From an optimization exercise on the open Yosys and OpenROAD flow, aimed at small area, a short achievable clock period and few clock cycles per item; shortcuts taken in it are not production practice.
In this exercise RTL edits were held to simulation tests only and were not proved equivalent to the original.
Power and IR drop assume default switching activity.

==> flow/design.v (excerpt) <==
module image_filter (
    input clk,
    input reset,
    input        in_valid,
    output       in_ready,
    input  [7:0] in_pixel,
    input [12:0] image_width,
    input [10:0] image_height,
    input [8:0] kernel_1,
    input [8:0] kernel_2,
    input [8:0] kernel_3,
    input [8:0] kernel_4,
    input [8:0] kernel_5,
    input [8:0] kernel_6,
    input [8:0] kernel_7,
    input [8:0] kernel_8,
    input [8:0] kernel_9,
    output       out_valid,
    output [7:0] out_pixel
);
reg [7:0]  len_sel;
reg [8:0]  last_col;
reg [10:0] last_row;
reg [8:0]  k1, k2, k3, k4, k5, k6, k7, k8, k9;
reg        ready;
reg        pix_vld;
reg [7:0]  pix_in;
reg [8:0]  cnt_cols;
reg [10:0] cnt_rows;
reg        col_ge2;
reg        row_ge2;
wire accept = in_valid & ready;
wire col_last = (cnt_cols == last_col);
wire row_last = (cnt_rows == last_row);
wire [7:0] pixel_1;
wire [7:0] pixel_2;
wire [7:0] pixel_3;
wire [7:0] pixel_4;
wire [7:0] pixel_5;
wire [7:0] pixel_6;
wire [7:0] pixel_7;
wire [7:0] pixel_8;
assign in_ready = ready;
always @(posedge clk) begin
    len_sel  <= image_width[7:0] - 8'd5;
    last_col <= image_width[8:0] - 9'd1;
    last_row <= image_height - 11'd1;
    k1 <= kernel_1; k2 <= kernel_2; k3 <= kernel_3;
    k4 <= kernel_4; k5 <= kernel_5; k6 <= kernel_6;
    k7 <= kernel_7; k8 <= kernel_8; k9 <= kernel_9;
    if (accept == 1'b1)
        pix_in <= in_pixel;
end
always @(posedge clk or negedge reset) begin
    if (reset == 1'b0) begin
        ready    <= 1'b0;
        pix_vld  <= 1'b0;
        cnt_cols <= 9'd0;
        cnt_rows <= 11'd0;
        col_ge2  <= 1'b0;
        row_ge2  <= 1'b0;
    end else begin
        ready   <= 1'b1;
  ...
==> flow/config.mk <==
export PLATFORM = sky130hd
export DESIGN_NAME = image_filter
export DESIGN_NICKNAME = image_filter
export VERILOG_FILES = /design/flow/design.v
export SDC_FILE = /design/flow/constraint.sdc
export NUM_CORES = 4
export LEC_CHECK = 0
export CAP_MARGIN = 20
export CORE_MARGIN = 2
export CORE_UTILIZATION = 45
export CTS_CLUSTER_DIAMETER = 70
export CTS_CLUSTER_SIZE = 28
export PLACE_DENSITY = 0.6
export SLEW_MARGIN = 20
==> flow/constraint.sdc <==
create_clock -name core_clock -period 11.5 [get_ports {clk}]
set_input_delay 2.3000 -clock core_clock [delete_from_list [all_inputs] [get_ports {clk}]]
set_output_delay 2.3000 -clock core_clock [all_outputs]
set_load 0.01 [all_outputs]
standard.sh (not shown) runs the stock make flow with config.mk's settings and CLKGATE_MAP_FILE= SYNTH_SCRIPT=/design/flow/synth_recipe.tcl, a recipe that flattens the netlist after the stock synthesis.
==> flow/flow/run.sh <==
#!/bin/bash
set -euo pipefail
MARGIN=${MARGIN:-7.75}
bash standard.sh \
  "SYNTH_ARGS=-noabc" \
  "BUFFER_PORTS_ARGS=-buffer_cell sky130_fd_sc_hd__buf_2" \
  "PRE_RESIZE_TCL=$PWD/flow/pre_resize.tcl" \
  "SETUP_SLACK_MARGIN=$MARGIN" \
  "CTS_ARGS=-sink_clustering_enable -repair_clock_nets -sink_clustering_size 28 -sink_clustering_max_diameter 70 -dont_use_dummy_load" \
  finish > flow_make.log 2>&1
==> flow/flow/pre_resize.tcl <==
# Fanout limit for repair_design, so that high-fanout nets (the line buffer
# shift enable) get a balanced buffer tree. Timing constraints are unchanged.
set_max_fanout 32 [current_design]
Testbench counts at the start, summed over its fixed seeds: cycles 44,250, items 33,706.
Edit:
==> flow/flow/run.sh (replaced) <==
#!/bin/bash
# Own layout flow: the standard ORFS flow (standard.sh, unchanged
# synthesis, floorplan, power grid, placement, CTS and routing) with
#  - port buffers of type buf_2 instead of the default delay buffer,
#  - a fanout limit for repair_design (flow/pre_resize.tcl),
#  - repair_timing asked for more setup slack than the clock period needs
#    (the constraints and the clock period stay the design's),
#  - CTS sink clustering set here.
# Each tool's output goes to the ORFS logs under orfs/logs; make's own output
# goes to flow_make.log in this folder.
set -euo pipefail
MARGIN=${MARGIN:-7.9}
bash standard.sh \
  "BUFFER_PORTS_ARGS=-buffer_cell sky130_fd_sc_hd__buf_2" \
  "PRE_RESIZE_TCL=$PWD/flow/pre_resize.tcl" \
  "SETUP_SLACK_MARGIN=$MARGIN" \
  "CTS_ARGS=-sink_clustering_enable -repair_clock_nets -sink_clustering_size 28 -sink_clustering_max_diameter 70" \
  finish > flow_make.log 2>&1
==> flow/flow/pre_resize.tcl (replaced) <==
# Fanout limit for repair_design, so that high-fanout nets (the line buffer
# shift enable) get a balanced buffer tree. Timing constraints are unchanged.
set_max_fanout 20 [current_design]
Result:
- The changed run completed with no timing, DRC or antenna violations
- flip-flop and latch count stays the same
- maximum frequency drops by 2.6%
- power climbs by 2.6%
- clock power climbs by 8.8%
- routed wire length climbs by 1.3%

==> separate check: timing with driven ports <==
How much do the figures lean on ideal ports? The routed layouts below were timed once more, with nothing changed but the port constraints.
Step 1, drivers: a clkbuf_16 drives clk and a buf_2 each remaining input, both assumed.
Step 2 times the ports against the registers' clock, not the clock port: input delays grow and output delays shrink by t, the midpoint of the rising clock arrivals with the driver on.
Slacks: no drivers / after step 1 / after step 2; pairs: no drivers / after step 1.
| run | shift t [ns] | setup WS [ns] | latest minus earliest clock arrival (ns) | worst slew at a driven data input, ns | pins driven straight from the clock port |
|---|---|---|---|---|---|
| the first run | 0.981 | 7.766 / 7.663 / 7.959 | 0.150 / 0.151 | 0.05 | 1 |
| the second run | 0.992 | 7.665 / 7.570 / 7.916 | 0.107 / 0.107 | 0.10 | 1 |
After both steps every run listed still meets setup and hold.
